Background: an optimization exercise with open tools, aiming at small area and a short achievable clock period. Do not read the settings as production practice. Only simulation tests tie the RTL to the original design; equivalence was not proved. Power is estimated from default activity; no workload was simulated.

## flow/design.v (module list and top-level ports; edited modules follow where they fit)
// module ex2_1: 39 lines
// module ex2_1_add: 8 lines
// module ex2_1_tree: 1395 lines
module ex2_1 (
  input               clk, rst, validi,
  input        [31:0] data_in,
  output logic        valido,
  output logic [31:0] data_out
);
  // ...
==> flow/run.sh <==
#!/bin/bash
# synth_recipe.tcl (not shown) runs the flow's synth.tcl, then flattens the netlist and writes it again
# the make line also repeats each setting of config.mk as NAME=value (left out here)
make -C /OpenROAD-flow-scripts/flow DESIGN_CONFIG=/design/flow/config.mk WORK_HOME=/design/flow/orfs CLKGATE_MAP_FILE= SYNTH_SCRIPT=/design/flow/synth_recipe.tcl finish
==> flow/config.mk <==
export PLATFORM = sky130hd
export DESIGN_NAME = ex2_1
export DESIGN_NICKNAME = ex2_1
export VERILOG_FILES = /design/flow/design.v
export SDC_FILE = /design/flow/constraint.sdc
export NUM_CORES = 4
export LEC_CHECK = 0
export CAP_MARGIN = 20
export CORE_MARGIN = 2
export CORE_UTILIZATION = 40
export SETUP_SLACK_MARGIN = 5
export SLEW_MARGIN = 20
==> flow/constraint.sdc <==
create_clock -name core_clock -period 10.0 [get_ports {clk}]
set_input_delay 2.0000 -clock core_clock [delete_from_list [all_inputs] [get_ports {clk}]]
set_output_delay 2.0000 -clock core_clock [all_outputs]
set_load 0.01 [all_outputs]
==> metrics.cfg, run 1 <==
[outcome]
status = complete, no violations

[floorplanning]
die_x_um = 199
taps = 511
start_util_pct = 40.4
core_region_area_um2 = 37600

[pwr]
switching_power_uw = 3330
comb_power_share_pct = 76.7
powerDensity_nw_per_um2 = 403
swShare_pct = 47.6
comb_power_uw = 5360
clock_power_share_pct = 9.8
leakagePower_uw = 0.00727

[final_layout]
seq_cells = 130
finalNetCount = 1851
clock_buffers = 19
seq_area_um2 = 2680
drive_gt1_share_pct = 11.5
largest_register_ffs = 47
fin_util_pct = 46.2
nNonClkBuffers = 127

[sta]
period_share_pct = 52.4
fin_ws_ps = 4760
relSlewSlack_pct = 44.7
grt_setup_unrepaired = yes

[yosys]
synth_area_leaders = fa_1 (32%), dfxtp_1 (17%), xor2_1 (14%)
ys_seq_area_share_pct = 17.2
synth_seq_cells = 130

[grt]
overflow = 0
antenna_found_initial = 0

[worst_hold_path]
worstHoldStart = h1

[critical_path]
timing.rr.start = xa[3]
rr_endpoint = q_r[28]
cp_num_cells = 13
required_ps = 8000
path_cells = buf_12 -> ha_4 -> inv_2 -> fa_2 -> and2b_2 -> o2111ai_4 -> a2111o_2 -> a41oi_4 -> buf_6 -> buf_6 -> a21o_1 -> xor2_1 -> buf_2
slowest_delay_ps = 570

[clocking]
clk_path_buf_depth = 2
post_cts_resized = 97
insertion_delay_ps = 460

[place]
place_congestion = 0.862

[detailed_routing]
ant_nets = 0

==> inputs of run 2 (changes only) <==
--- a/flow/config.mk
+++ b/flow/config.mk
@@ -10,3 +10,4 @@
 export CORE_UTILIZATION = 40
 export SETUP_SLACK_MARGIN = 5
 export SLEW_MARGIN = 20
+export SYNTH_HIERARCHICAL = 1
==> metrics.cfg, run 2 <==
[critical_path]
end_kind = output pin
required_ps = 8000  ; about the same
crit_fanout = 4
crit_type = reg -> out
cp.arrival_ps = 3090
start_kind = register

[sta]
hold_viol = 0
period_minus_slack_ps = 5090
fin_hold_ws_ps = 370
setup_violations = 0
grt_setup_unrepaired = yes
fmax_ghz = 0.196
maxSlewViolCount = 0
worstMarginPinSlew_ps = 781
fin_ws_ps = 4910  ; +143 ps
relSlewSlack_pct = 47.9  ; +3.2 points
period_share_pct = 50.9  ; -1.4 points
setup_tns_ps = 0
skew_ps = 11.3

[yosys]
yosys_warnings = 7
avgSynthCellArea_um2 = 9.93
synth.cell_area_um2 = 15900
netlist_instances = 1603

[pwr]
vdd_ir_drop_max_mv = 0.377
power.total_uw = 7610
leakagePower_uw = 0.00782  ; +7.5%
powerDensity_nw_per_um2 = 419  ; +4.0%

[final_layout]
top_regs = q_r: 47 flops, xa: 32 flops
final_cell_mix = a22oi_1 (256), fa_1 (239), xor2_1 (233)
finalNetCount = 1961  ; +5.9%
top_register = q_r
syn2layout_area_growth_pct = 14.1
insertedDiodeCount = 0
layout_commonest_cell = a22oi_1
largest_register_ffs = 47  ; unchanged
drive_gt1_share_pct = 11.2  ; -0.30 points

[clocking]
cts_htree_levels = 4
numCtsBuffers = 17
cts_root_buf = clkbuf_16
cts_num_sinks = 130
path_clk_slew_ps = 60
tritoncts = built
insertion_delay_ps = 460  ; about the same
cts_hold_buf = 0
clk_path_buf_depth = 2  ; unchanged

[floorplanning]
io_pins = 68
floorplan.rows = 73
dieArea_um2 = 41400
start_util_pct = 40.3  ; -0.11 points
core_region_area_um2 = 39500  ; +5.0%
die_h_um = 203
die_x_um = 203  ; +2.3%

[outcome]
status = complete, no violations

[grt]
grt_usage_pct = 23.1
grt_max_degree = 36
grt_pass1_wl_um = 73100
overflow = 0  ; unchanged
grt_pass1_vias = 12800
antenna_found_initial = 0  ; unchanged

[detailed_routing]
drt_pass1_iterations = 7
wirelength_um = 46500
wl_per_cell_um = 21.5
ant_nets = 0  ; unchanged
wl_met2_um = 22500
drt_iter0_drc = 875
wl_met3_um = 2940
vias = 11900
top_layer_used = met4
wl_met1_um = 19600
drc = 0
viasPerCell = 5.49

[place]
port_buffers = 67
post-place-ws_ps = 4240
place_congestion = 0.897  ; +4.1%
hpwl_um = 32600

[worst_hold_path]
hold_class = reg -> reg

[run]
cap_violations = 0

run 2: cell types whose count changed in the layout (fill, tap and decap cells not counted), sizes merged, moves of 12 or more:
cell,delta
a21o,+14
a21oi,+15
buf,+12
conb,+18
ha,+16
inv,+16
run 2: repair_timing:
action	in CTS	in global routing
buffers inserted	16	12
pin swaps	22	23
gates cloned	3	0
resized for setup	89	56
setup endpoints to repair	30	23
run 2: worst paths after layout:
path	start	to	slack (ps)	cells after the start
max	xa[0]	data_out[23]	4910	12
min	h1	h2	370	0
max reg2reg	neg[1]	q_r[26]	5190	13
min reg2reg	h1	h2	370	0
max in group asynchronous	rst	h1	8160	2
min in group asynchronous	rst	valido	1710	2
run 2: worst max-delay path: stages, from the launching register on:
cell and delay (ps):
dfxtp_4 350, buf_12 120, fa_2 340, a21o_1 200
nand4_1 100, nand2_1 90, o21ai_1 140, buf_4 200
o21ai_4 100, nor2_1 200, a21oi_1 110, xor2_1 140
clkdlybuf4s50_1 550
run 2: where the power goes:
part / internal (µW) / switching [µW] / leakage (µW) / total [µW]
combinational: 2830 / 3220 / 0.00642 / 6050
sequential: 795 / 112 / 0.00111 / 907
clock: 365 / 288 / 0.000285 / 653
total: 3990 / 3620 / 0.00782 / 7610
run 2: cell type report:
class,instances,area [µm²]
fill,3744,21300
clock buffer,19,454
sequential,130,2680
timing repair buffer,139,1330
inverter,192,721
multi-input combinational,1144,12200
tap,525,657
clock inverter,13,138
run 2: per-stage QoR:
stage | utilization [%] | cells | area (µm²)
2_1_floorplan | - | 1620 | 16000
3_3_place_gp | 42.9 | 2099 | 16900
3_5_place_dp | 42.9 | 2099 | 16900
4_1_cts | 45.4 | 2150 | 17900
5_1_grt | 46.0 | 2162 | 18200
6_report | 46.0 | 2162 | 18200
run 2: per-layer routing:
layer | GRT usage (%) | vias to the layer above
li1 | - | 5268
met1 | 29.7 | 6025
met2 | 38.6 | 484
met3 | 4.43 | 91
met4 | 8.92 | 0
met5 | 0 | -
==> inputs of run 3 (changes only) <==
--- a/flow/config.mk
+++ b/flow/config.mk
@@ -7,7 +7,6 @@
 export LEC_CHECK = 0
 export CAP_MARGIN = 20
 export CORE_MARGIN = 2
-export CORE_UTILIZATION = 40
+export CORE_UTILIZATION = 60
 export SETUP_SLACK_MARGIN = 5
 export SLEW_MARGIN = 20
-export SYNTH_HIERARCHICAL = 1
==> metrics.cfg, run 3 <==
[grt]
grt_pass1_wl_um = 69000  ; -5.5%
overflow = 0  ; unchanged
grt_use_met1_pct = 47.2  ; +18 points
busiest_layer = met2
grt_usage_pct = 34.6  ; +11 points
use_met2_pct = 56.7  ; +18 points
grt_max_degree = 36  ; unchanged
met3_usage_pct = 6.02  ; +1.6 points
grt_pass1_vias = 12000  ; -6.9%
antenna_found_initial = 1  ; +1

[detailed_routing]
ant_nets = 0  ; unchanged
viasPerCell = 6.09  ; +11%
vias = 11400  ; -3.5%
drc = 0  ; unchanged
drt_pass1_iterations = 6  ; -1
drt_iter0_drc = 1411  ; +61%
wirelength_um = 43600  ; -6.1%
wl_per_cell_um = 23.2  ; +8.0%

[pwr]
power.total_uw = 7030  ; -7.6%
vdd_ir_drop_max_mv = 0.583  ; +55%
powerDensity_nw_per_um2 = 410  ; -2.2%
leakagePower_uw = 0.00734  ; -6.2%

[place]
post-place-ws_ps = 4420  ; +180 ps
port_buffers = 67  ; unchanged
place_congestion = 0.890  ; -0.84%
hpwl_um = 30100  ; -7.6%

[sta]
fmax_ghz = 0.190  ; -3.1%
maxSlewViolCount = 0  ; unchanged
grt_setup_unrepaired = yes
hold_viol = 0  ; unchanged
period_minus_slack_ps = 5260  ; +163 ps
skew_ps = 17.3  ; +6.04 ps
fin_ws_ps = 4740  ; -163 ps
setup_tns_ps = 0  ; unchanged
period_share_pct = 52.6  ; +1.6 points
relSlewSlack_pct = 45.8  ; -2.1 points
fin_hold_ws_ps = 388  ; +18.5 ps
worstMarginPinSlew_ps = 812  ; +31.4 ps
setup_violations = 0  ; unchanged

[yosys]
synth_seq_cells = 130
ys_seq_area_share_pct = 17.2
synth_area_leaders = fa_1 (32%), dfxtp_1 (17%), xor2_1 (14%)
synth_most_common_cell = a22oi_1
synthFlopType = dfxtp_1
synth.cell_area_um2 = 15200  ; -4.5%
synth_edf_count = 0
netlist_instances = 1530  ; -4.6%
yosysTopAreaCell = fa_1
netlist_top_cells_count = a22oi_1 (256), fa_1 (240), xor2_1 (236)
yosys_warnings = 1  ; -6
synth_top_cell_area_share_pct = 31.6
ys_async_sr_fraction_pct = 2.31
avgSynthCellArea_um2 = 9.93  ; about the same
synth_cell_types = 56

[critical_path]
timing.rr.start = xa[9]
crit_path_start = xa[0]
required_ps = 8000  ; about the same
cp.arrival_ps = 3260  ; +170 ps
rr_endpoint = q_r[30]
crit_type = reg -> out
rrSetupSlack_ps = 5190  ; about the same
crit_end = data_out[30]
start_kind = register
crit_fanout = 3  ; -1
rr_worst_depth = 12  ; -1
end_kind = output pin

[clocking]
path_clk_slew_ps = 70  ; about the same
clk_path_buf_depth = 2  ; unchanged
cts_htree_levels = 4  ; unchanged
cts_hold_buf = 0  ; unchanged
cts_root_buf = clkbuf_16
insertion_delay_ps = 440  ; -20 ps
numCtsBuffers = 17  ; unchanged
tritoncts = built
cts_num_sinks = 130  ; unchanged

[final_layout]
layout_commonest_cell = a22oi_1
top_register = q_r
drive_gt1_share_pct = 10.9  ; -0.27 points
syn2layout_area_growth_pct = 12.8
finalNetCount = 1857  ; -5.3%
final_cell_mix = a22oi_1 (255), xor2_1 (236), fa_1 (236)
largest_register_ffs = 47  ; unchanged
top_regs = q_r: 47 flops, xa: 32 flops
insertedDiodeCount = 0  ; unchanged

[floorplanning]
dieArea_um2 = 26600  ; -36%
die_x_um = 163  ; -20%
start_util_pct = 60.7  ; +20 points
floorplan.rows = 58  ; -21%
core_region_area_um2 = 25000  ; -37%
die_h_um = 163  ; -20%
io_pins = 68  ; unchanged

[worst_hold_path]
hold_class = reg -> reg

[run]
cap_violations = 0  ; unchanged

[outcome]
status = complete, no violations

run 3: worst min-delay path by stage:
stage / from / end / slack (ps) / cells after the start
2_1_floorplan: h1 / h2 / 350 / 0
4_1_cts: h1 / h2 / 390 / 0
3_5_place_dp: h1 / h2 / 360 / 0
6_report: h1 / h2 / 390 / 0
5_1_grt: h1 / h2 / 400 / 0
3_3_place_gp: h1 / h2 / 360 / 0
run 3: layout make-up:
class | count | area [µm²]
inverters | 181 | 679
clock buffers | 17 | 425
flip-flops and latches | 130 | 2660
well taps | 330 | 413
clock inverters | 15 | 185
multi-input cells | 1073 | 11500
fillers | 1960 | 7890
repair buffers | 133 | 1290
run 3: power by group:
part | switching (µW) | internal [µW] | leakage (µW)
Clock | 310 | 360 | 0.000293
Combinational | 2940 | 2470 | 0.00594
Sequential | 152 | 795 | 0.00111
Total | 3400 | 3630 | 0.00734
run 3: per-layer routing:
metal | part of all wire, % | vias up | routed length [µm]
li1 | - | 5000 | -
met1 | 40 | 5717 | 17600
met2 | 48 | 634 | 20800
met3 | 9.1 | 98 | 3970
met4 | 3.0 | 0 | 1300
met5 | 0 | - | 0
run 3: repair_timing:
action	4_1_cts	5_1_grt
gates resized for setup	80	48
cloned	2	1
pin swaps	14	6
setup endpoints to repair	27	25
setup buffers	11	8
run 3: cell families (layout without fill, tap and decap cells):
kind of cell               Yosys count  in the layout  synth area share [%]
xor gates and xnor gates           332            332                  19.1
buffers and inverters              327            346                  8.23
AOI/OAI and AO/OA                  326            326                  15.8
adders and majority gates          286            286                  35.4
DFF                                130            130                  17.2
and+or+nand+nor                    128            128                  4.17
muxes                                1              1                0.0659
run 3: stage by stage:
step | cells | area, µm² | utilization [%]
after floorplan | 1530 | 15200 | -
after global placement | 1825 | 16000 | 64.1
after detailed placement | 1825 | 16000 | 64.1
after CTS | 1870 | 16900 | 67.6
after global routing | 1879 | 17100 | 68.5
final | 1879 | 17100 | 68.5
run 3: critical path: stages (launching register included):
cell and delay [ps]:
dfxtp_4 360, buf_12 100, ha_4 120, inv_2 40, fa_2 340, and2b_2 250
o2111ai_4 180, a2111o_1 530, a41oi_2 240, buf_4 160, buf_6 80, a31oi_1 80
xnor2_1 170, buf_2 160
==> inputs of run 4 (changes only) <==
--- a/flow/config.mk
+++ b/flow/config.mk
@@ -7,6 +7,7 @@
 export LEC_CHECK = 0
 export CAP_MARGIN = 20
 export CORE_MARGIN = 2
-export CORE_UTILIZATION = 60
+export CORE_UTILIZATION = 40
 export SETUP_SLACK_MARGIN = 5
 export SLEW_MARGIN = 20
+export TNS_END_PERCENT = 5
==> metrics.cfg, run 4 <==
[outcome]
status = complete, no violations

[final_layout]
largest_register_ffs = 47  ; unchanged
top_regs = q_r: 47 flops, xa: 32 flops
syn2layout_area_growth_pct = 13.1
drive_gt1_share_pct = 7.82  ; -3.1 points
finalNetCount = 1843  ; -0.75%
layout_commonest_cell = a22oi_1
top_register = q_r
insertedDiodeCount = 0  ; unchanged
final_cells = 2045  ; +8.8%
final_cell_mix = a22oi_1 (256), fa_1 (239), xor2_1 (236)

[floorplanning]
core_region_area_um2 = 37600  ; +50%
die_x_um = 199  ; +22%
io_pins = 68  ; unchanged
start_util_pct = 40.4  ; -20 points
floorplan.rows = 71  ; +22%
die_h_um = 199  ; +22%
dieArea_um2 = 39600  ; +49%

[clocking]
cts_htree_levels = 4  ; unchanged
tritoncts = built
path_clk_slew_ps = 60  ; about the same
cts_hold_buf = 0  ; unchanged
cts_root_buf = clkbuf_16
cts_num_sinks = 130  ; unchanged
clk_path_buf_depth = 2  ; unchanged
numCtsBuffers = 17  ; unchanged
insertion_delay_ps = 460  ; +20 ps

[yosys]
netlist_instances = 1530  ; unchanged
synth.cell_area_um2 = 15200  ; unchanged
avgSynthCellArea_um2 = 9.93  ; unchanged
synth_most_common_cell = a22oi_1
synthFlopType = dfxtp_1
yosys_warnings = 1  ; unchanged
ys_async_sr_fraction_pct = 2.31  ; unchanged
netlist_top_cells_count = a22oi_1 (256), fa_1 (240), xor2_1 (236)
synth_edf_count = 0  ; unchanged
yosysTopAreaCell = fa_1
synth_area_leaders = fa_1 (32%), dfxtp_1 (17%), xor2_1 (14%)
ys_seq_area_share_pct = 17.2  ; unchanged
synth_top_cell_area_share_pct = 31.6  ; unchanged
synth_seq_cells = 130  ; unchanged
synth_cell_types = 56  ; unchanged

[critical_path]
crit_type = reg -> out
start_kind = register
required_ps = 8000  ; about the same
cp.arrival_ps = 3250  ; about the same
crit_fanout = 3  ; unchanged
end_kind = output pin
rrSetupSlack_ps = 4900  ; -290 ps

[detailed_routing]
viasPerCell = 5.56  ; -8.8%
vias = 11400  ; -0.70%
drt_pass1_iterations = 6  ; unchanged
ant_nets = 0  ; unchanged
drc = 0  ; unchanged
wirelength_um = 44600  ; +2.4%
drt_iter0_drc = 1160  ; -18%
wl_per_cell_um = 21.8  ; -5.9%

[grt]
grt_usage_pct = 23.9  ; -11 points
antenna_found_initial = 0  ; -1
grt_pass1_wl_um = 70600  ; +2.2%
grt_max_degree = 36  ; unchanged
grt_pass1_vias = 12000  ; +0.49%
overflow = 0  ; unchanged

[sta]
fmax_ghz = 0.190  ; about the same
grt_setup_unrepaired = yes
hold_viol = 0  ; unchanged
period_minus_slack_ps = 5250  ; -5.03 ps
worstMarginPinSlew_ps = 1100  ; +292 ps
period_share_pct = 52.5  ; about the same
setup_violations = 0  ; unchanged
maxSlewViolCount = 0  ; unchanged
setup_tns_ps = 0  ; unchanged
skew_ps = 13.3  ; -3.98 ps
fin_hold_ws_ps = 376  ; -12.8 ps
relSlewSlack_pct = 26.2  ; -20 points

[place]
hpwl_um = 31700  ; +5.3%
place_inst = 2002  ; +9.7%
port_buffers = 67  ; unchanged
place_congestion = 0.862  ; -3.1%

[run]
cap_violations = 0  ; unchanged

[pwr]
powerDensity_nw_per_um2 = 408  ; -0.39%
leakagePower_uw = 0.00720  ; -1.8%
vdd_ir_drop_max_mv = 0.313  ; -46%
power.total_uw = 7010  ; -0.17%

[worst_hold_path]
hold_class = reg -> reg

[run 4: final timing paths]
kind                           endpoint  cells after the start  startpoint
max                        data_out[28]                     13       xa[0]
min                                  h2                      0          h1
max reg2reg                     q_r[28]                     12      two[0]
min reg2reg                          h2                      0          h1
max in group asynchronous            h1                      2         rst
min in group asynchronous            h2                      2         rst
[run 4: metrics by stage]
step                      worst slack, ps  instance area, µm²  util [%]
after detailed placement             4310               16200      43.2
after global routing                 4610               17200      45.7
after floorplan                      5020               15200         -
after CTS                            4730               17200      45.7
after global placement               4360               16200      43.2
final                                4750               17200      45.7
[run 4: what timing repair did]
action | in CTS | in global routing
buffers inserted | 10 | 0
cloned | 2 | 0
endpoints found under the hold margin | 0 | 0
setup endpoints to repair | 33 | 34
resized for setup | 50 | 6
pin swaps | 9 | 1
[run 4: report_power, final]
group,switching (µW),internal (µW)
clock network,260,423
registers,153,794
logic,2900,2480
total,3310,3700
[run 4: cell families after synthesis]
group | synth area share [%]
xor+xnor | 19.1
mux | 0.0659
compound gates | 15.8
buf+inv | 8.23
flops | 17.2
fa+ha+maj | 35.4
simple gates | 4.17
[run 4: layer usage]
layer  share of wire (%)  global-route usage [%]  routed length (µm)
met1                  42                    31.5               18700
met2                  48                    38.9               21400
met3                 6.9                    4.24                3070
met4                 3.1                    10.0                1400
met5                   0                       0                   0
[run 4: critical path, cell delays in order, from the launching register on]
cell	delay (ps)
dfxtp_4	350
buf_12	100
ha_4	120
inv_2	40
fa_2	350
and2b_2	260
o2111ai_4	160
a2111o_2	570
a41oi_4	220
buf_6	140
buf_6	90
a21o_1	110
xor2_1	130
buf_2	140
[run 4: area by class of cell]
cell class	count	area, µm²
Clock buffer	19	443
Sequential cell	130	2630
Tap cell	511	639
Multi-Input combinational cell	1073	11500
Fill cell	3543	20400
Clock inverter	12	180
Timing Repair Buffer	119	1150
Inverter	181	679
==> inputs of run 5 (changes only) <==
--- a/flow/config.mk
+++ b/flow/config.mk
@@ -8,6 +8,6 @@
 export CAP_MARGIN = 20
 export CORE_MARGIN = 2
 export CORE_UTILIZATION = 40
-export SETUP_SLACK_MARGIN = 5
+export SETUP_SLACK_MARGIN = 4.5
 export SLEW_MARGIN = 20
 export TNS_END_PERCENT = 5
==> metrics.cfg, run 5 <==
[outcome]
status = complete, no violations

[critical_path]
rrSetupSlack_ps = 4650  ; -250 ps
path_cells = buf_12 -> ha_1 -> inv_1 -> fa_1 -> and2b_1 -> o2111ai_2 -> a2111o_2 -> a41oi_4 -> buf_4 -> a31oi_1 -> xnor2_1 -> dlygate4sd2_1
crit_buf_inv = 4  ; -1
cp.arrival_ps = 3710  ; +460 ps
timing.rr.start = two[0]
crit_fanout = 18  ; +15
crit_slowest_cell = a2111o_2
crit_path_start = xa[0]
crit_type = reg -> out
slowest_delay_ps = 640  ; +70 ps
required_ps = 8000  ; about the same
path_delay_family = compound AO/OA/AOI/OAI gates
start_kind = register
end_kind = output pin

[yosys]
synth_top_cell_area_share_pct = 31.6  ; unchanged
synthSimpleGateAreaFrac_pct = 4.17  ; unchanged
synth_top_family_by_area = adder cells
synth_compound_area_share_pct = 15.8  ; unchanged
synth_edf_count = 0  ; unchanged
ys_seq_area_share_pct = 17.2  ; unchanged
synth_most_common_cell = a22oi_1
netlist_instances = 1530  ; unchanged
yosysTopAreaCell = fa_1
synth_xor_area_share_pct = 19.1  ; unchanged
synth_seq_cells = 130  ; unchanged
synth_area_leaders = fa_1 (32%), dfxtp_1 (17%), xor2_1 (14%)
synth_fa_ha_area_share_pct = 35.4  ; unchanged
avgSynthCellArea_um2 = 9.93  ; unchanged
synth_cell_types = 56  ; unchanged
netlist_top_cells_count = a22oi_1 (256), fa_1 (240), xor2_1 (236)
synthFlopType = dfxtp_1
synth.cell_area_um2 = 15200  ; unchanged
ys_async_sr_fraction_pct = 2.31  ; unchanged
synth.area.mux_share_pct = 0.0659  ; unchanged
yosys_warnings = 1  ; unchanged

[final_layout]
fin_util_pct = 45.1  ; -0.66 points
drive_gt1_share_pct = 6.16  ; -1.7 points
top_register = q_r
finalNetCount = 1835  ; -0.43%
insertedDiodeCount = 0  ; unchanged
largest_register_ffs = 47  ; unchanged
syn2layout_area_growth_pct = 11.4
top_regs = q_r: 47 flops, xa: 32 flops
fillers = 3575  ; +0.90%
final_cell_mix = a22oi_1 (256), fa_1 (240), xor2_1 (236)
layout_commonest_cell = a22oi_1

[sta]
hold_viol = 0  ; unchanged
skew_ps = 13.6  ; +0.245 ps
setup_violations = 0  ; unchanged
maxSlewViolCount = 0  ; unchanged
period_minus_slack_ps = 5710  ; +456 ps
fmax_ghz = 0.175  ; -8.0%
worstMarginPinSlew_ps = 1030  ; -77.9 ps
relSlewSlack_pct = 31.4  ; +5.2 points
grt_setup_unrepaired = yes
setup_tns_ps = 0  ; unchanged
period_share_pct = 57.1  ; +4.6 points

[place]
place_congestion = 0.857  ; -0.57%
port_buffers = 67  ; unchanged
hpwl_um = 31900  ; +0.42%

[clocking]
path_clk_slew_ps = 60  ; about the same
clk_path_buf_depth = 2  ; unchanged
cts_htree_levels = 4  ; unchanged
cts_num_sinks = 130  ; unchanged
tritoncts = built
cts_root_buf = clkbuf_16
numCtsBuffers = 17  ; unchanged
insertion_delay_ps = 450  ; about the same
cts_hold_buf = 0  ; unchanged

[floorplanning]
die_h_um = 199  ; unchanged
core_region_area_um2 = 37600  ; unchanged
die_x_um = 199  ; unchanged
floorplan.rows = 71  ; unchanged
start_util_pct = 40.4  ; unchanged
dieArea_um2 = 39600  ; unchanged
io_pins = 68  ; unchanged

[grt]
grt_pass1_vias = 11900  ; -0.67%
antenna_found_initial = 0  ; unchanged
grt_usage_pct = 24.0  ; +0.084 points
overflow = 0  ; unchanged
grt_pass1_wl_um = 70900  ; +0.43%
grt_max_degree = 38  ; +5.6%

[detailed_routing]
ant_nets = 0  ; unchanged
vias = 11200  ; -1.2%
drc = 0  ; unchanged
drt_iter0_drc = 1134  ; -2.2%
viasPerCell = 5.52  ; -0.76%
drt_pass1_iterations = 9  ; +3
wirelength_um = 44600  ; about the same
wl_per_cell_um = 21.9  ; +0.36%

[pwr]
vdd_ir_drop_max_mv = 0.252  ; -19%
leakagePower_uw = 0.00713  ; -1.1%
powerDensity_nw_per_um2 = 409  ; +0.29%

[worst_hold_path]
hold_class = reg -> reg
worstHoldStart = h1

[run]
cap_violations = 0  ; unchanged

run 5: cell counts after synthesis:
Identical to the previous run, type by type.
run 5: cells by family after synthesis:
| logic type | count (synthesis) |
|---|---|
| xor+xnor | 332 |
| buf+inv | 327 |
| compound gates | 326 |
| fa+ha+maj | 286 |
| flops | 130 |
| simple gates | 128 |
| mux | 1 |
run 5: per-layer routing:
metal | track usage [%] | vias up | wire length (µm)
li1 | - | 4945 | -
met1 | 31.9 | 5744 | 18600
met2 | 39.2 | 470 | 21800
met3 | 4.43 | 74 | 3000
met4 | 8.68 | 0 | 1200
met5 | 0 | - | 0
run 5: cell type report:
cell class                      count  area, µm²  share of cell area [%]
Tap cell                          511        639                    3.78
Clock inverter                     13        138                   0.813
Inverter                          181        679                    4.01
Sequential cell                   130       2620                    15.5
Multi-Input combinational cell   1073      11400                    67.2
Clock buffer                       17        425                    2.51
Timing Repair Buffer              111       1050                    6.22
run 5: where the power goes:
group          leakage [µW]  switching, µW  internal (µW)
combinational       0.00575           2900           2470
clock              0.000271            257            363
sequential          0.00111            149            794
total               0.00713           3300           3630
run 5: path summary, 6_finish.rpt:
kind	endpoint	depth (start not counted)
min in group asynchronous	valido	2
max in group asynchronous	h2	2
hold / removal	h2	0
setup / recovery	data_out[30]	12
setup reg to reg	q_r[28]	12
hold reg to reg	h2	0
run 5: per-stage QoR:
| step | instances | setup slack, ps | area, µm² | hold slack [ps] | total power [µW] |
|---|---|---|---|---|---|
| after detailed placement | 2002 | 4250 | 16200 | 367 | 6430 |
| final | 2036 | 4290 | 16900 | 379 | 6930 |
| after global placement | 2002 | 4360 | 16200 | 358 | 6270 |
| after floorplan | 1530 | 5000 | 15200 | 346 | 4710 |
| after global routing | 2036 | 4170 | 16900 | 394 | 7890 |
| after CTS | 2036 | 4250 | 16900 | 384 | 7100 |
run 5: repair_timing:
| item | CTS | global route |
|---|---|---|
| pin swaps | 3 | 2 |
| setup endpoints to repair | 21 | 17 |
| resized for setup | 16 | 8 |
| gates cloned | 1 | 0 |
| setup buffers | 3 | 0 |
==> inputs of run 6 (changes only) <==
==> flow/flow/run.sh (new file) <==
#!/bin/bash
# The standard layout (standard.sh), with repair_timing asked for a larger setup margin.
export SETUP_SLACK_MARGIN=5.5
bash standard.sh > standard.log 2>&1
==> flow/standard.sh (new file) <==
#!/bin/bash
# synth_recipe.tcl (not shown) runs the flow's synth.tcl, then flattens the netlist and writes it again
# the make line also repeats each setting of config.mk as NAME=value (left out here)
make -C /OpenROAD-flow-scripts/flow DESIGN_CONFIG=/design/flow/config.mk WORK_HOME=/design/flow/orfs CLKGATE_MAP_FILE= SYNTH_SCRIPT=/design/flow/synth_recipe.tcl "${@:-finish}"
--- a/flow/config.mk
+++ b/flow/config.mk
@@ -8,6 +8,5 @@
 export CAP_MARGIN = 20
 export CORE_MARGIN = 2
 export CORE_UTILIZATION = 40
-export SETUP_SLACK_MARGIN = 4.5
 export SLEW_MARGIN = 20
 export TNS_END_PERCENT = 5
removed: flow/run.sh
==> metrics.cfg, run 6 <==
[outcome]
status = complete, no violations

[critical_path]
slowest_delay_ps = 590  ; -50 ps
crit_type = reg -> out
start_kind = register
required_ps = 8000  ; about the same
rr_worst_depth = 11  ; -1
path_cells = buf_12 -> ha_4 -> inv_2 -> fa_2 -> and2b_2 -> o2111ai_2 -> a2111o_2 -> a41oi_4 -> buf_6 -> a21o_1 -> xor2_2 -> buf_2
crit_slowest_cell = a2111o_2
end_kind = output pin
cp.arrival_ps = 3160  ; -550 ps
crit_fanout = 3  ; -15

[sta]
grt_setup_unrepaired = yes
hold_viol = 0  ; unchanged
setup_violations = 0  ; unchanged
worstMarginPinSlew_ps = 1110  ; +87.4 ps
skew_ps = 10.0  ; -3.56 ps
setup_tns_ps = 0  ; unchanged
fin_ws_ps = 4840  ; +547 ps
period_share_pct = 51.6  ; -5.5 points
fmax_ghz = 0.194  ; +11%
relSlewSlack_pct = 25.6  ; -5.8 points
period_minus_slack_ps = 5160  ; -547 ps
maxSlewViolCount = 0  ; unchanged

[grt]
overflow = 0  ; unchanged
grt_pass1_wl_um = 71300  ; +0.65%
grt_usage_pct = 24.2  ; +0.16 points
grt_max_degree = 36  ; -5.3%
grt_pass1_vias = 12300  ; +2.8%
antenna_found_initial = 0  ; unchanged

[yosys]
netlist_top_cells_count = a22oi_1 (256), fa_1 (240), xor2_1 (236)
synthFlopType = dfxtp_1
synth.cell_area_um2 = 15200  ; unchanged
yosys_warnings = 1  ; unchanged
synth_cell_types = 56  ; unchanged
ys_async_sr_fraction_pct = 2.31  ; unchanged
ys_seq_area_share_pct = 17.2  ; unchanged
synth_area_leaders = fa_1 (32%), dfxtp_1 (17%), xor2_1 (14%)
synth_top_cell_area_share_pct = 31.6  ; unchanged
avgSynthCellArea_um2 = 9.93  ; unchanged
netlist_instances = 1530  ; unchanged
synth_most_common_cell = a22oi_1
synth_edf_count = 0  ; unchanged
synth_seq_cells = 130  ; unchanged
yosysTopAreaCell = fa_1

[pwr]
vdd_ir_drop_max_mv = 0.364  ; +44%
power.total_uw = 7010  ; +1.1%
leakagePower_uw = 0.00728  ; +2.2%
powerDensity_nw_per_um2 = 406  ; -0.77%

[place]
post-place-ws_ps = 4410  ; +159 ps
hpwl_um = 31500  ; -1.2%
place_congestion = 0.859  ; +0.18%
port_buffers = 67  ; unchanged

[worst_hold_path]
hold_class = reg -> reg
hold_depth = 0  ; unchanged

[clocking]
tritoncts = built
numCtsBuffers = 17  ; unchanged
cts_root_buf = clkbuf_16
clk_path_buf_depth = 2  ; unchanged
cts_num_sinks = 130  ; unchanged
path_clk_slew_ps = 60  ; about the same
cts_htree_levels = 4  ; unchanged
insertion_delay_ps = 450  ; about the same

[detailed_routing]
ant_nets = 0  ; unchanged
wl_per_cell_um = 22.4  ; +2.1%
drt_iter0_drc = 1260  ; +11%
viasPerCell = 5.58  ; +1.2%
vias = 11500  ; +2.1%
drc = 0  ; unchanged
wirelength_um = 45900  ; +2.9%
drt_pass1_iterations = 6  ; -3

[final_layout]
seq_area_um2 = 2630  ; +0.53%
multiInputGateArea_um2 = 11500  ; +0.83%
finalNetCount = 1850  ; +0.82%
drive_gt1_share_pct = 9.21  ; +3.0 points
top_regs = q_r: 47 flops, xa: 32 flops
fin_util_pct = 45.9  ; +0.87 points
layout_commonest_cell = a22oi_1
largest_register_ffs = 47  ; unchanged
fillers = 3570  ; -0.14%
final_cell_mix = a22oi_1 (256), xor2_1 (235), fa_1 (231)
insertedDiodeCount = 0  ; unchanged
syn2layout_area_growth_pct = 13.6
top_register = q_r

[floorplanning]
start_util_pct = 40.4  ; unchanged
dieArea_um2 = 39600  ; unchanged
die_x_um = 199  ; unchanged
io_pins = 68  ; unchanged
floorplan.rows = 71  ; unchanged
die_h_um = 199  ; unchanged
core_region_area_um2 = 37600  ; unchanged

[run]
cap_violations = 0  ; unchanged

run 6: changes by cell type in the layout (fill, tap and decap cells not counted), sizes merged:
| cell | change |
|---|---|
| bufinv | +2 |
| dlymetal6s2s | +2 |
| clkinv | -4 |
| buf | +17 |
| inv | +5 |
| clkinvlp | -2 |
| dlygate4sd2 | +1 |
| clkdlybuf4s50 | -7 |
| bufbuf | +1 |
| clkbuf | +2 |
run 6: timing repair:
action                     in CTS  in global routing
resized for setup              42                 25
pin swaps                      10                 10
setup endpoints to repair      50                 56
buffers inserted               11                  1
gates cloned                    2                  1
hold buffers                    0                  0
run 6: worst paths after layout:
path / startpoint / end / slack, ps
setup reg to reg: xa[18] / q_r[26] / 4920
hold / removal: h1 / h2 / 380
setup / recovery: xa[0] / data_out[28] / 4840
min in group asynchronous: rst / valido / 1710
max in group asynchronous: rst / h1 / 8160
hold reg to reg: h1 / h2 / 380
run 6: worst max-delay path: cells and delay by family (launching register included):
family | cells | cell delay (ps)
flops | 1 | 360
simple gates | 1 | 240
compound gates | 4 | 1080
fa+ha+maj | 2 | 460
buf+inv | 4 | 420
xor+xnor | 1 | 140
run 6: layout make-up:
cell class                 instances  share of cell area, %
clock buffer                      18                   2.49
clock inverter                    14                   1.15
inverter                         181                   3.94
multi-input combinational       1073                   66.5
sequential                       130                   15.3
tap                              511                   3.70
timing repair buffer             126                   7.00
run 6: routing by layer:
layer | global-route usage [%] | wire [µm] | part of all wire [%] | up-vias
met5 | 0 | 0 | 0 | -
met4 | 9.76 | 1440 | 3.1 | 0
met3 | 4.46 | 3480 | 7.6 | 96
met2 | 39.9 | 22300 | 48 | 539
met1 | 31.3 | 18700 | 41 | 5852
li1 | - | - | - | 4978
run 6: logic make-up after synthesis:
kind of cell | after synthesis | synth area share, %
xor+xnor | 332 | 19.1
buf+inv | 327 | 8.23
compound gates | 326 | 15.8
fa+ha+maj | 286 | 35.4
flops | 130 | 17.2
simple gates | 128 | 4.17
mux | 1 | 0.0659
run 6: per-stage QoR:
step / cells / area [µm²] / hold slack [ps]
5_1_grt: 2053 / 17300 / 394
2_1_floorplan: 1530 / 15300 / 346
4_1_cts: 2051 / 17200 / 381
6_report: 2053 / 17300 / 376
3_5_place_dp: 2006 / 16300 / 368
3_3_place_gp: 2006 / 16300 / 358
run 6: power by group:
| part | total (µW) | switching [µW] | internal [µW] |
|---|---|---|---|
| clock | 691 | 270 | 421 |
| sequential | 939 | 145 | 793 |
| combinational | 5380 | 2880 | 2500 |
| total | 7010 | 3300 | 3710 |
==> inputs of run 7 (changes only) <==
==> flow/flow/run.sh (replaced) <==
#!/bin/bash
# The standard layout (standard.sh), with two changes:
#  - after the standard synthesis, fapol.py removes inverters between full-adder
#    cells by choosing the polarity each full adder computes in (a full adder is
#    self-dual); registers and everything else are left as synthesis made them;
#  - repair_timing is asked for a larger setup margin.
set -e
NET=$PWD/orfs/results/sky130hd/ex2_1/base/1_2_yosys.v
bash standard.sh $NET > synth.log 2>&1
cp $NET 1_2_yosys.orig.v
python3 flow/fapol.py 1_2_yosys.orig.v $NET > fapol.log 2>&1
export SETUP_SLACK_MARGIN=5.5
bash standard.sh > standard.log 2>&1
==> flow/flow/fapol.py (new file) <==
#!/usr/bin/env python3
"""Remove inverters around full-adder cells in a mapped netlist.

A full adder is self-dual: FA(~a, ~b, ~c) = (~cout, ~sum). Synthesis leaves
inverters between full adders; this picks, for each full adder, whether it
computes on true or complemented signals so that as few inverters as
possible are needed, and rewrites the netlist accordingly.

usage: fapol.py in.v out.v
"""
import re
import sys
from collections import defaultdict

FA = 'sky130_fd_sc_hd__fa_1'
INV = ('sky130_fd_sc_hd__inv_1',)
OUTPINS = {'X', 'Y', 'Q', 'Q_N', 'SUM', 'COUT', 'HI', 'LO'}

src = open(sys.argv[1]).read()
cell_re = re.compile(r'^(\s*)(sky130_fd_sc_hd__\w+)\s+(\S+)\s*\((.*?)\);\n', re.M | re.S)
pin_re = re.compile(r'\.(\w+)\(((?:[^()]|\([^()]*\))*)\)')

cells = []   # [type, name, [(pin, net)], span]
for m in cell_re.finditer(src):
    pins = [(p, n.strip()) for p, n in pin_re.findall(m.group(4))]
    cells.append([m.group(2), m.group(3), pins, m.span()])

rest = cell_re.sub('', src)
rest = '\n'.join(l for l in rest.split('\n')
                 if not re.match(r'\s*(wire|input|output|inout|reg)\b', l))
outside = set()
for tok in re.findall(r'\\\S+ |[A-Za-z_][\w$]*(?:\[\d+\])?', rest):
    outside.add(tok.strip())

ports = set(re.findall(r'^\s*(?:input|output|inout)\s+(?:\[[^]]*\]\s*)?(\S+?)\s*;', src, re.M))


def is_port(n):
    return re.sub(r'\[\d+\]$', '', n) in ports


driver = {}
for ci, (typ, name, pins, _) in enumerate(cells):
    for p, n in pins:
        if p in OUTPINS:
            driver[n] = (ci, p)

# inverters that can be dissolved: output used only by cell pins
inv_of = {}   # out net -> in net
dissolve = set()
for ci, (typ, name, pins, _) in enumerate(cells):
    if typ in INV:
        d = dict(pins)
        if d['Y'] not in outside and not is_port(d['Y']) and d['Y']:
            inv_of[d['Y']] = d['A']
            dissolve.add(ci)


def resolve(n):
    par = 0
    seen = 0
    while n in inv_of and seen < 100:
        n = inv_of[n]
        par ^= 1
        seen += 1
    return n, par

fas = [ci for ci, c in enumerate(cells) if c[0] == FA]
fa_index = {ci: k for k, ci in enumerate(fas)}
flag = [0] * len(fas)
fixed = set()
for ci in fas:
    for p, n in cells[ci][2]:
        if p in OUTPINS and (n in outside or is_port(n)):
            fixed.add(fa_index[ci])

# consumers of each root: list of (fa k or None, parity)
cons = defaultdict(list)
for ci, (typ, name, pins, _) in enumerate(cells):
    if ci in dissolve:
        continue
    for p, n in pins:
        if p in OUTPINS:
            continue
        if not n or n.startswith("1'"):
            continue
        r, par = resolve(n)
        cons[r].append((fa_index.get(ci), par))
# nets used outside cells (ports, assigns) consume with parity 0 on their resolved root
for n in outside:
    r, par = resolve(n)
    cons[r].append((None, par))

root_drv = {}
for r in cons:
    d = driver.get(r)
    if d and d[0] in fa_index:
        root_drv[r] = fa_index[d[0]]

fa_roots = defaultdict(set)
for r, lst in cons.items():
    if r in root_drv:
        fa_roots[root_drv[r]].add(r)
    for k, _ in lst:
        if k is not None:
            fa_roots[k].add(r)


def root_cost(r):
    pd = flag[root_drv[r]] if r in root_drv else 0
    need = set()
    for k, par in cons[r]:
        pk = flag[k] if k is not None else 0
        need.add(par ^ pk ^ pd)
    return 1 if 1 in need else 0


def total():
    return sum(root_cost(r) for r in cons)

before = total()
import random
rng = random.Random(1)


def descend(order):
    improved = True
    it = 0
    while improved and it < 50:
        improved = False
        it += 1
        for k in order:
            rs = fa_roots[k]
            c0 = sum(root_cost(r) for r in rs)
            flag[k] ^= 1
            c1 = sum(root_cost(r) for r in rs)
            if c1 < c0 or (c1 == c0 and rng.random() < 0.3):
                improved = improved or c1 < c0
            else:
                flag[k] ^= 1

free = [k for k in range(len(fas)) if k not in fixed]
best = (before, list(flag))
for trial in range(60):
    if trial:
        flag[:] = best[1]
        for k in rng.sample(free, max(1, len(free) // 10)):
            flag[k] ^= 1
    order = list(free)
    rng.shuffle(order)
    descend(order)
    c = total()
    if c < best[0]:
        best = (c, list(flag))
flag[:] = best[1]
after = total()
sys.stderr.write(f'fapol: {len(fas)} full adders, {len(dissolve)} inverters dissolved, '
                 f'inverters needed {before} -> {after}, {sum(flag)} flipped\n')

# rewrite
newinv = {}
newwires = []
invcells = []


def inv_net(r):
    if r not in newinv:
        w = f'_fapol_{len(newinv)}_'
        newinv[r] = w
        newwires.append(w)
        invcells.append(f'  {INV[0]} _fapol_inv_{len(invcells)}_ (\n    .A({r if not r.startswith(chr(92)) else r + " "}),\n    .Y({w})\n  );\n')
    return newinv[r]


def fmt(n):
    return n + ' ' if n.startswith('\\') else n

out = []
pos = 0
for ci, (typ, name, pins, span) in enumerate(cells):
    out.append(src[pos:span[0]])
    pos = span[1]
    if ci in dissolve:
        continue
    k = fa_index.get(ci)
    pk = flag[k] if k is not None else 0
    newpins = []
    for p, n in pins:
        if p in OUTPINS or not n or n.startswith("1'"):
            newpins.append((p, n))
            continue
        r, par = resolve(n)
        pd = flag[root_drv[r]] if r in root_drv else 0
        if par ^ pk ^ pd:
            newpins.append((p, inv_net(r)))
        else:
            newpins.append((p, r))
    body = ',\n'.join(f'    .{p}({fmt(n)})' for p, n in newpins)
    out.append(f'  {typ} {name} (\n{body}\n  );\n')
out.append(src[pos:])
res = ''.join(out)
# nets used outside cells whose inverter was dissolved: drive them from the rewritten root
extra = []
for n in sorted(outside):
    if n in inv_of:
        r, par = resolve(n)
        pd = flag[root_drv[r]] if r in root_drv else 0
        extra.append(f'  assign {fmt(n)} = {fmt(inv_net(r)) if par ^ pd else fmt(r)};\n')
decl = ''.join(f'  wire {w};\n' for w in newwires)
i = res.rindex('endmodule')
res = res[:i] + ''.join(invcells) + ''.join(extra) + res[i:]
h = res.index(');', res.index('module ')) + 3
res = res[:h] + decl + res[h:]
open(sys.argv[2], 'w').write(res)
==> metrics.cfg, run 7 <==
[outcome]
status = complete, no violations

[clocking]
cts_root_buf = clkbuf_16
cts_htree_levels = 4  ; unchanged
path_clk_slew_ps = 60  ; about the same
cts_hold_buf = 0  ; unchanged
cts_num_sinks = 130  ; unchanged
insertion_delay_ps = 450  ; about the same
tritoncts = built
numCtsBuffers = 17  ; unchanged
clk_path_buf_depth = 2  ; unchanged

[place]
hpwl_um = 31300  ; -0.50%
port_buffers = 67  ; unchanged
place_congestion = 0.872  ; +1.5%

[floorplanning]
dieArea_um2 = 38900  ; -1.8%
io_pins = 68  ; unchanged
die_h_um = 197  ; -0.90%
floorplan.rows = 70  ; -1.4%
start_util_pct = 40.7  ; +0.21 points
core_region_area_um2 = 36700  ; -2.3%
die_x_um = 197  ; -0.90%

[critical_path]
start_kind = register
rrSetupSlack_ps = 4940  ; +20 ps
path_cells = buf_12 -> ha_4 -> inv_2 -> fa_2 -> and2b_2 -> o2111ai_4 -> a2111o_2 -> a41oi_4 -> buf_6 -> a31oi_4 -> xnor2_2 -> buf_2
crit_slowest_cell = a2111o_2
crit_fanout = 4  ; +1
required_ps = 8000  ; about the same
rr_worst_depth = 11  ; unchanged
timing.rr.start = xa[21]
slowest_delay_ps = 580  ; about the same
rr_endpoint = q_r[30]
end_kind = output pin
crit_type = reg -> out
cp.arrival_ps = 3200  ; +40 ps

[grt]
grt_pass1_vias = 11800  ; -3.4%
use_met2_pct = 39.2  ; -0.73 points
grt_usage_pct = 24.0  ; -0.17 points
antenna_found_initial = 0  ; unchanged
met3_usage_pct = 3.79  ; -0.67 points
grt_pass1_wl_um = 70500  ; -1.2%
overflow = 0  ; unchanged
grt_use_met1_pct = 32.1  ; +0.81 points
grt_max_degree = 36  ; unchanged
busiest_layer = met2

[detailed_routing]
wl_per_cell_um = 23.2  ; +3.5%
ant_nets = 0  ; unchanged
drt_pass1_iterations = 6  ; unchanged
drt_iter0_drc = 1242  ; -1.4%
drc = 0  ; unchanged
viasPerCell = 5.73  ; +2.5%
vias = 11100  ; -3.3%
wirelength_um = 44900  ; -2.3%

[yosys]
yosys_warnings = 1  ; unchanged
avgSynthCellArea_um2 = 10.2  ; +3.2%
synth.cell_area_um2 = 14900  ; -1.8%
netlist_instances = 1456  ; -4.8%

[final_layout]
multiInputGateArea_um2 = 11600  ; +0.93%
final_cell_mix = a22oi_1 (256), xor2_1 (235), fa_1 (225)
seq_area_um2 = 2630  ; unchanged
fin_util_pct = 46.3  ; +0.34 points
layout_commonest_cell = a22oi_1
top_register = q_r
drive_gt1_share_pct = 10.4  ; +1.2 points
syn2layout_area_growth_pct = 13.8
finalNetCount = 1777  ; -3.9%
insertedDiodeCount = 0  ; unchanged
fillers = 3384  ; -5.2%
top_regs = q_r: 47 flops, xa: 32 flops
largest_register_ffs = 47  ; unchanged

[sta]
fmax_ghz = 0.192  ; -0.82%
setup_tns_ps = 0  ; unchanged
setup_violations = 0  ; unchanged
worstMarginPinSlew_ps = 1040  ; -77.0 ps
period_share_pct = 52.0  ; +0.43 points
maxSlewViolCount = 0  ; unchanged
hold_viol = 0  ; unchanged
skew_ps = 11.6  ; +1.64 ps
grt_setup_unrepaired = yes
period_minus_slack_ps = 5200  ; +42.6 ps
relSlewSlack_pct = 30.8  ; +5.1 points

[pwr]
vdd_ir_drop_max_mv = 0.373  ; +2.5%
leakagePower_uw = 0.00688  ; -5.6%
powerDensity_nw_per_um2 = 412  ; +1.5%

[worst_hold_path]
hold_class = reg -> reg
worstHoldStart = h1
holdPathEnd = h2
hold_depth = 0  ; unchanged

[run]
cap_violations = 0  ; unchanged

[run 7: power by group]
part / internal, µW / switching, µW
Combinational: 2530 / 2920
Sequential: 794 / 150
Clock: 348 / 257
[run 7: layout make-up]
type,instances,share of cell area (%)
multi-input combinational,1073,68.2
sequential,130,15.5
timing repair buffer,127,7.19
tap,468,3.45
clock buffer,20,2.63
inverter,107,2.41
clock inverter,12,0.634
[run 7: critical path: cells and delay by family (launching register included)]
family / cells / cell delay, ps
adder cells (fa/ha/maj): 2 / 480
AO/OA/AOI/OAI: 4 / 1060
XOR/XNOR: 1 / 140
flip-flops: 1 / 360
buffers and inverters: 4 / 450
AND/OR/NAND/NOR: 1 / 260
[run 7: per-stage QoR]
step                      hold WS, ps  power, µW  area [µm²]  cells  setup WS, ps
after floorplan                   346       4750       15100   1456          5470
after global placement            358       6300       16000   1887          4380
after detailed placement          363       6460       16000   1887          4310
after CTS                         377       7140       16800   1931          4650
after global routing              399       7950       17000   1937          4700
final                             376       7000       17000   1937          4800
[run 7: how the worst max path moves through the flow]
stage                      from           end  slack (ps)  depth (start not counted)
finish                    xa[0]  data_out[30]        4800                         12
global route              xa[0]  data_out[30]        4700                         12
CTS                       xa[0]  data_out[30]        4650                         12
detailed placement        xa[2]  data_out[31]        4310                          9
global placement          xa[2]  data_out[31]        4380                          9
floorplan           data_in[28]       q_r[30]        5470                          8
[run 7: routing by layer]
layer | vias up | share of wire (%)
met4 | 0 | 3.3
met5 | - | 0
met1 | 5629 | 42
li1 | 4836 | -
met3 | 112 | 6.9
met2 | 515 | 48
[run 7: repair_timing]
action,4_1_cts,5_1_grt
gates cloned,2,1
gates resized for setup,45,35
setup endpoints to repair,52,54
setup buffers,10,5
pin swaps,9,13
==> inputs of run 8 (changes only) <==
--- a/flow/flow/run.sh
+++ b/flow/flow/run.sh
@@ -3,6 +3,7 @@
 #  - after the standard synthesis, fapol.py removes inverters between full-adder
 #    cells by choosing the polarity each full adder computes in (a full adder is
 #    self-dual); registers and everything else are left as synthesis made them;
+#  - port buffers start as the smallest buffer (repair sizes them up as needed);
 #  - repair_timing is asked for a larger setup margin.
 set -e
 NET=$PWD/orfs/results/sky130hd/ex2_1/base/1_2_yosys.v
@@ -10,4 +11,5 @@
 cp $NET 1_2_yosys.orig.v
 python3 flow/fapol.py 1_2_yosys.orig.v $NET > fapol.log 2>&1
 export SETUP_SLACK_MARGIN=5.5
+export BUFFER_PORTS_ARGS="-buffer_cell sky130_fd_sc_hd__buf_2"
 bash standard.sh > standard.log 2>&1
==> metrics.cfg, run 8 <==
[detailed_routing]
drt_iter0_drc = 1205  ; -3.0%
wirelength_um = 45000  ; +0.25%
drt_pass1_iterations = 6  ; unchanged
wl_per_cell_um = 23.3  ; +0.82%
viasPerCell = 5.71  ; -0.20%
vias = 11000  ; -0.77%
ant_nets = 0  ; unchanged
drc = 0  ; unchanged

[clocking]
cts_root_buf = clkbuf_16
path_clk_slew_ps = 60  ; about the same
tritoncts = built
cts_num_sinks = 130  ; unchanged
insertion_delay_ps = 450  ; about the same
clk_path_buf_depth = 2  ; unchanged
cts_hold_buf = 0  ; unchanged
numCtsBuffers = 17  ; unchanged
cts_htree_levels = 4  ; unchanged

[final_layout]
layout_commonest_cell = a22oi_1
drive_gt1_share_pct = 13.9  ; +3.4 points
insertedDiodeCount = 0  ; unchanged
top_register = q_r
fillers = 3449  ; +1.9%
largest_register_ffs = 47  ; unchanged
finalNetCount = 1766  ; -0.62%
syn2layout_area_growth_pct = 11.0
final_cell_mix = a22oi_1 (256), xor2_1 (235), fa_1 (225)
fin_util_pct = 45.1  ; -1.1 points
top_regs = q_r: 47 flops, xa: 32 flops

[outcome]
status = complete, no violations

[pwr]
powerDensity_nw_per_um2 = 412  ; -0.12%
power.total_uw = 6820  ; -2.6%
vdd_ir_drop_max_mv = 0.360  ; -3.5%
leakagePower_uw = 0.00675  ; -1.8%

[sta]
period_share_pct = 50.9  ; -1.2 points
fin_hold_ws_ps = 378  ; +1.61 ps
grt_setup_unrepaired = yes
worstMarginPinSlew_ps = 972  ; -64.8 ps
fin_ws_ps = 4910  ; +116 ps
maxSlewViolCount = 0  ; unchanged
hold_viol = 0  ; unchanged
setup_tns_ps = 0  ; unchanged
period_minus_slack_ps = 5090  ; -116 ps
relSlewSlack_pct = 35.1  ; +4.3 points
setup_violations = 0  ; unchanged
fmax_ghz = 0.197  ; +2.3%
skew_ps = 9.15  ; -2.50 ps

[run]
cap_violations = 0  ; unchanged

[critical_path]
crit_fanout = 4  ; unchanged
cp.arrival_ps = 3090  ; -110 ps
crit_type = reg -> out
cp_num_cells = 11  ; -1
crit_buf_inv = 3  ; -1
path_cells = buf_12 -> ha_4 -> inv_2 -> fa_2 -> and2b_2 -> o2111ai_4 -> a2111o_2 -> a41oi_4 -> a21o_1 -> xor2_2 -> buf_2
slowest_delay_ps = 590  ; about the same
end_kind = output pin
required_ps = 8000  ; about the same
rr_worst_depth = 10  ; -1
crit_slowest_cell = a2111o_2
start_kind = register
path_delay_family = compound AO/OA/AOI/OAI gates

[place]
port_buffers = 67  ; unchanged
place_congestion = 0.867  ; -0.48%
hpwl_um = 31100  ; -0.63%
post-place-ws_ps = 4770  ; +462 ps

[worst_hold_path]
hold_class = reg -> reg
hold_depth = 0  ; unchanged

[floorplanning]
die_h_um = 197  ; unchanged
start_util_pct = 40.7  ; unchanged
io_pins = 68  ; unchanged
die_x_um = 197  ; unchanged
dieArea_um2 = 38900  ; unchanged
floorplan.rows = 70  ; unchanged
core_region_area_um2 = 36700  ; unchanged

[grt]
grt_pass1_vias = 11800  ; -0.69%
antenna_found_initial = 0  ; unchanged
grt_pass1_wl_um = 70500  ; about the same
grt_usage_pct = 24.2  ; +0.23 points
overflow = 0  ; unchanged
grt_max_degree = 36  ; unchanged

[yosys]
yosys_warnings = 1  ; unchanged
netlist_instances = 1456  ; unchanged
avgSynthCellArea_um2 = 10.2  ; unchanged
synth.cell_area_um2 = 14900  ; unchanged

-- run 8: repair_timing --
| item | in CTS | in global routing |
|---|---|---|
| gates resized for setup | 19 | 25 |
| pin swaps | 7 | 12 |
| gates cloned | 2 | 1 |
| buffers inserted | 8 | 1 |
| setup endpoints to repair | 48 | 50 |
-- run 8: cell type report --
class                           count  area [µm²]  area share [%]
Clock inverter                     12         158           0.952
Multi-Input combinational cell   1073       11500            69.6
Inverter                          107         409            2.47
Clock buffer                       20         437            2.64
Timing Repair Buffer              116         812            4.90
Sequential cell                   130        2640            15.9
Tap cell                          468         586            3.54
-- run 8: power breakdown --
group,internal (µW),switching (µW),leakage [µW]
logic,2410,2810,0.00536
clock network,392,260,0.000281
registers,794,157,0.00111
-- run 8: worst paths after layout --
| kind | end | slack [ps] | from |
|---|---|---|---|
| hold reg to reg | h2 | 380 | h1 |
| setup reg to reg | q_r[30] | 4920 | one[7] |
| min in group asynchronous | valido | 1400 | rst |
| setup / recovery | data_out[28] | 4910 | xa[0] |
| hold / removal | h2 | 380 | h1 |
| max in group asynchronous | h2 | 8470 | rst |
-- run 8: metal layers --
layer	GRT usage [%]	up-vias	wire, µm
met3	4.05	72	2890
met5	0	-	0
met2	40.1	458	21700
met1	32.2	5665	19300
met4	8.55	0	1140
li1	-	4812	-
-- run 8: worst reg2reg max path, delay by kind of cell (launching register included) --
kind,cells,cell delay [ps]
compound gates,1,250
xor+xnor,1,220
fa+ha+maj,7,3530
buf+inv,1,60
flops,1,890
-- run 8: metrics by stage --
step	instance area, µm²	instances
after global routing	16600	1926
after detailed placement	15600	1882
final	16600	1926
after CTS	16400	1924
after global placement	15600	1882
after floorplan	15100	1456
==> inputs of run 9 (changes only) <==
--- a/flow/flow/run.sh
+++ b/flow/flow/run.sh
@@ -10,6 +10,6 @@
 bash standard.sh $NET > synth.log 2>&1
 cp $NET 1_2_yosys.orig.v
 python3 flow/fapol.py 1_2_yosys.orig.v $NET > fapol.log 2>&1
-export SETUP_SLACK_MARGIN=5.5
-export BUFFER_PORTS_ARGS="-buffer_cell sky130_fd_sc_hd__buf_2"
+export SETUP_SLACK_MARGIN=5.8
+export BUFFER_PORTS_ARGS="-buffer_cell sky130_fd_sc_hd__buf_1"
 bash standard.sh > standard.log 2>&1
==> metrics.cfg, run 9 <==
[final_layout]
top_register = q_r
finalNetCount = 1777  ; +0.62%
syn2layout_area_growth_pct = 11.0  ; about the same
drive_gt1_share_pct = 9.94  ; -3.9 points
layout_commonest_cell = a22oi_1
top_regs = q_r: 47 flops, xa: 32 flops
largest_register_ffs = 47  ; unchanged
insertedDiodeCount = 0  ; unchanged
fillers = 3456  ; +0.20%
design_area_um2 = 16600  ; about the same
final_cells = 1937  ; +0.57%
final_cell_mix = a22oi_1 (256), xor2_1 (235), fa_1 (225)

[clocking]
cts_root_buf = clkbuf_16
numCtsBuffers = 17  ; unchanged
path_clk_slew_ps = 60  ; about the same
cts_hold_buf = 0  ; unchanged
clk_path_buf_depth = 2  ; unchanged
tritoncts = built
insertion_delay_ps = 450  ; about the same
cts_num_sinks = 130  ; unchanged
cts_htree_levels = 4  ; unchanged

[detailed_routing]
wl_met3_um = 3110  ; +7.7%
ant_nets = 0  ; unchanged
top_layer_used = met4
drt_iter0_drc = 1021  ; -15%
vias = 11000  ; +0.13%
drc = 0  ; unchanged
wirelength_um = 44700  ; -0.63%
drt_pass1_iterations = 6  ; unchanged
viasPerCell = 5.69  ; -0.44%
wl_met1_um = 18600  ; -3.6%
wl_met2_um = 21600  ; -0.54%
wl_per_cell_um = 23.1  ; -1.2%

[critical_path]
path_cells = buf_12 -> buf_8 -> ha_4 -> nand3_4 -> a2111oi_4 -> buf_6 -> o21ai_4 -> a2111oi_4 -> o311ai_2 -> xnor2_1 -> buf_2
slowest_delay_ps = 460  ; -130 ps
crit_buf_inv = 4  ; +1
start_kind = register
crit_slowest_cell = a2111oi_4
crit_fanout = 7  ; +3
path_delay_family = compound AO/OA/AOI/OAI gates
cp.arrival_ps = 3120  ; +30 ps
critPathMostFrequentCell = a2111oi_4
required_ps = 8000  ; about the same
end_kind = output pin
crit_type = reg -> out

[yosys]
avgSynthCellArea_um2 = 10.2  ; unchanged
yosys_warnings = 1  ; unchanged
synth.cell_area_um2 = 14900  ; unchanged
netlist_instances = 1456  ; unchanged

[sta]
hold_viol = 0  ; unchanged
setup_tns_ps = 0  ; unchanged
maxSlewViolCount = 0  ; unchanged
setup_violations = 0  ; unchanged
skew_ps = 8.24  ; -0.917 ps
period_share_pct = 51.2  ; +0.31 points
grt_setup_unrepaired = yes
worstMarginPinSlew_ps = 857  ; -115 ps
fmax_ghz = 0.195  ; -0.60%
period_minus_slack_ps = 5120  ; +30.8 ps
fin_hold_ws_ps = 375  ; -3.19 ps
relSlewSlack_pct = 42.8  ; +7.7 points
fin_ws_ps = 4880  ; -30.8 ps

[pwr]
vdd_ir_drop_max_mv = 0.246  ; -32%
switching_power_uw = 3240  ; +0.39%
comb_power_share_pct = 77.0  ; +0.5 points
leakagePower_uw = 0.00663  ; -1.9%
swShare_pct = 47.9  ; +0.68 points
clock_power_share_pct = 9.2  ; -0.4 points
powerDensity_nw_per_um2 = 408  ; -0.99%
seqPwrFrac_pct = 13.8  ; about the same
p_int_uw = 3510  ; -2.3%

[place]
place_inst = 1886  ; +0.21%
placed_area_um2 = 15500  ; -0.34%
hpwl_um = 30900  ; -0.66%
post-place-ws_ps = 4770  ; +3.08 ps
place_congestion = 0.846  ; -2.5%
port_buffers = 67  ; unchanged

[grt]
grt_max_degree = 36  ; unchanged
grt_pass1_vias = 11900  ; +1.4%
overflow = 0  ; unchanged
grt_usage_pct = 24.0  ; -0.20 points
antenna_found_initial = 0  ; unchanged
grt_pass1_wl_um = 70500  ; -0.11%

[floorplanning]
die_x_um = 197  ; unchanged
start_util_pct = 40.7  ; unchanged
dieArea_um2 = 38900  ; unchanged
floorplan.rows = 70  ; unchanged
io_pins = 68  ; unchanged
core_region_area_um2 = 36700  ; unchanged
die_h_um = 197  ; unchanged

[run]
cap_violations = 0  ; unchanged

[worst_hold_path]
hold_class = reg -> reg

[outcome]
status = complete, no violations

[run 9: routing by layer]
metal	up-vias	GRT usage, %
met4	0	9.89
met2	479	39.1
li1	4836	-
met5	-	0
met3	89	5.02
met1	5617	31.3
[run 9: what timing repair did]
action | 4_1_cts | 5_1_grt
cloned | 2 | 1
gates resized for setup | 25 | 21
buffers inserted | 8 | 7
endpoints found under the setup margin | 59 | 57
pin swaps | 7 | 14
[run 9: worst paths after layout]
kind	from	endpoint	slack (ps)	cells past startpoint
min in group asynchronous	rst	h1	1370	2
max in group asynchronous	rst	valido	8510	2
min reg2reg	h1	h2	370	0
max reg2reg	two[2]	q_r[20]	5080	11
max	xa[1]	data_out[31]	4880	11
min	h1	h2	370	0
[run 9: power groups by stage]
stage                     logic [µW]  clock network [µW]  registers, µW
after CTS                       5280                 634            933
after global placement          5090                   0            940
after floorplan                 3880                   0            866
after global routing            6060                 660            950
after detailed placement        5200                   0            942
final                           5200                 618            933
[run 9: final cells by class]
cell class | instances | area (µm²) | area share [%]
Timing Repair Buffer | 127 | 836 | 5.05
Clock inverter | 14 | 130 | 0.786
Sequential cell | 130 | 2630 | 15.9
Inverter | 107 | 409 | 2.47
Multi-Input combinational cell | 1073 | 11500 | 69.6
Clock buffer | 18 | 439 | 2.65
Tap cell | 468 | 586 | 3.54
[run 9: stage by stage]
stage / util (%) / power [µW]
after floorplan: - / 4750
after global placement: 42.4 / 6030
after detailed placement: 42.4 / 6140
after CTS: 44.6 / 6850
after global routing: 45.1 / 7670
final: 45.1 / 6750
==> inputs of run 10 (changes only) <==
--- a/flow/flow/run.sh
+++ b/flow/flow/run.sh
@@ -10,6 +10,6 @@
 bash standard.sh $NET > synth.log 2>&1
 cp $NET 1_2_yosys.orig.v
 python3 flow/fapol.py 1_2_yosys.orig.v $NET > fapol.log 2>&1
-export SETUP_SLACK_MARGIN=5.8
+export SETUP_SLACK_MARGIN=5.5
 export BUFFER_PORTS_ARGS="-buffer_cell sky130_fd_sc_hd__buf_1"
 bash standard.sh > standard.log 2>&1
==> metrics.cfg, run 10 <==
[outcome]
status = complete, no violations

[clocking]
numCtsBuffers = 17  ; unchanged
insertion_delay_ps = 450  ; about the same
cts_htree_levels = 4  ; unchanged
path_clk_slew_ps = 60  ; about the same
tritoncts = built
cts_num_sinks = 130  ; unchanged
clk_path_buf_depth = 2  ; unchanged
cts_hold_buf = 0  ; unchanged
cts_root_buf = clkbuf_16

[critical_path]
crit_type = reg -> out
required_ps = 8000  ; about the same
cp.arrival_ps = 3120  ; about the same
end_kind = output pin
crit_fanout = 7  ; unchanged
start_kind = register

[final_layout]
finalNetCount = 1777  ; unchanged
multiInputGateArea_um2 = 11500  ; unchanged
seq_area_um2 = 2630  ; unchanged
largest_register_ffs = 47  ; unchanged
fillers = 3456  ; unchanged
top_register = q_r
layout_commonest_cell = a22oi_1
final_cell_mix = a22oi_1 (256), xor2_1 (235), fa_1 (225)
syn2layout_area_growth_pct = 11.0  ; unchanged
insertedDiodeCount = 0  ; unchanged
top_regs = q_r: 47 flops, xa: 32 flops
drive_gt1_share_pct = 9.94  ; unchanged

[place]
hpwl_um = 30900  ; unchanged
place_congestion = 0.846  ; unchanged
port_buffers = 67  ; unchanged

[sta]
relSlewSlack_pct = 42.8  ; unchanged
grt_setup_unrepaired = yes
fmax_ghz = 0.195  ; unchanged
period_share_pct = 51.2  ; unchanged
hold_viol = 0  ; unchanged
worstMarginPinSlew_ps = 857  ; unchanged
setup_violations = 0  ; unchanged
period_minus_slack_ps = 5120  ; unchanged
fin_hold_ws_ps = 375  ; unchanged
maxSlewViolCount = 0  ; unchanged
setup_tns_ps = 0  ; unchanged
skew_ps = 8.24  ; unchanged

[floorplanning]
start_util_pct = 40.7  ; unchanged
die_x_um = 197  ; unchanged
dieArea_um2 = 38900  ; unchanged
die_h_um = 197  ; unchanged
io_pins = 68  ; unchanged
core_region_area_um2 = 36700  ; unchanged
floorplan.rows = 70  ; unchanged

[yosys]
avgSynthCellArea_um2 = 10.2  ; unchanged
netlist_instances = 1456  ; unchanged
synth.cell_area_um2 = 14900  ; unchanged
yosys_warnings = 1  ; unchanged

[detailed_routing]
drt_iter0_drc = 1021  ; unchanged
viasPerCell = 5.69  ; unchanged
drt_pass1_iterations = 6  ; unchanged
drc = 0  ; unchanged
wirelength_um = 44700  ; unchanged
vias = 11000  ; unchanged
ant_nets = 0  ; unchanged
wl_per_cell_um = 23.1  ; unchanged

[worst_hold_path]
hold_class = reg -> reg

[grt]
grt_pass1_wl_um = 70500  ; unchanged
overflow = 0  ; unchanged
grt_pass1_vias = 11900  ; unchanged
antenna_found_initial = 0  ; unchanged
grt_max_degree = 36  ; unchanged
grt_usage_pct = 24.0  ; unchanged

[run]
cap_violations = 0  ; unchanged

[pwr]
vdd_ir_drop_max_mv = 0.246  ; unchanged
powerDensity_nw_per_um2 = 408  ; unchanged
leakagePower_uw = 0.00663  ; unchanged

-- run 10: cell counts in the layout (fill, tap and decap cells not counted) --
No cell type changed its count.
-- run 10: cell type report --
class,count,area share (%)
Clock buffer,18,2.65
Multi-Input combinational cell,1073,69.6
Sequential cell,130,15.9
Inverter,107,2.47
Clock inverter,14,0.786
Timing Repair Buffer,127,5.05
Tap cell,468,3.54
-- run 10: path summary, 6_finish.rpt --
kind,from,endpoint,slack [ps],cells past startpoint
worst max register to register,two[2],q_r[20],5080,11
worst min register to register,h1,h2,370,0
worst max-delay path,xa[1],data_out[31],4880,11
worst min-delay path,h1,h2,370,0
max in group asynchronous,rst,valido,8510,2
min in group asynchronous,rst,h1,1370,2
-- run 10: stage by stage --
| stage | std cells | setup slack, ps | instance area, µm² | utilization [%] | power [µW] |
|---|---|---|---|---|---|
| final | 1937 | 4880 | 16600 | 45.1 | 6750 |
| after global routing | 1937 | 4750 | 16600 | 45.1 | 7670 |
| after CTS | 1928 | 4700 | 16400 | 44.6 | 6850 |
| after detailed placement | 1886 | 4770 | 15500 | 42.4 | 6140 |
| after global placement | 1886 | 4830 | 15500 | 42.4 | 6030 |
| after floorplan | 1456 | 5470 | 15100 | - | 4750 |
-- run 10: report_power, final --
group          internal, µW  switching (µW)
clock network           351             267
logic                  2370            2830
registers               793             140
total                  3510            3240
-- run 10: what timing repair did --
action                                  4_1_cts  5_1_grt
cloned                                        2        1
resized for setup                            25       21
buffers inserted                              8        7
pin swaps                                     7       14
endpoints found under the setup margin       46       46
-- run 10: layer usage --
metal | wire [µm] | track usage (%) | vias up
li1 | - | - | 4836
met1 | 18600 | 31.3 | 5617
met2 | 21600 | 39.1 | 479
met3 | 3110 | 5.02 | 89
met4 | 1450 | 9.89 | 0
met5 | 0 | 0 | -
-- run 10: worst max-delay path, cell delays in order (launching register included) --
cell	delay, ps
dfxtp_4	350
buf_12	120
buf_8	130
ha_4	270
nand3_4	80
a2111oi_4	460
buf_6	210
o21ai_4	90
a2111oi_4	430
o311ai_2	160
xnor2_1	190
buf_2	150

## what the ideal ports hide
The flow's constraints put no driver on any port. The routed layouts listed below were extracted and timed again, unchanged, in two steps.
Step 1, drivers: a clkbuf_16 drives clk and a buf_2 each remaining input, both assumed.
Step 2 times the ports against the registers' clock, not the clock port: input delays grow and output delays shrink by t, the midpoint of the rising clock arrivals with the driver on.
Slacks: ideal / step 1 / step 2; pairs: ideal / step 1.
run	t, ns	setup WS [ns]
run 1	0.504	4.763 / 4.711 / 4.648
run 2	0.504	4.906 / 4.853 / 4.642
run 3	0.481	4.743 / 4.694 / 4.685
run 4	0.503	4.748 / 4.696 / 4.584
run 5	0.503	4.292 / 4.237 / 4.573
run 6	0.503	4.839 / 4.785 / 4.782
run 7	0.496	4.796 / 4.743 / 4.759
run 8	0.502	4.913 / 4.860 / 4.921
run 9	0.502	4.882 / 4.828 / 5.075
run 10	0.502	4.882 / 4.828 / 5.075
After both steps setup and hold are still met in every run listed.
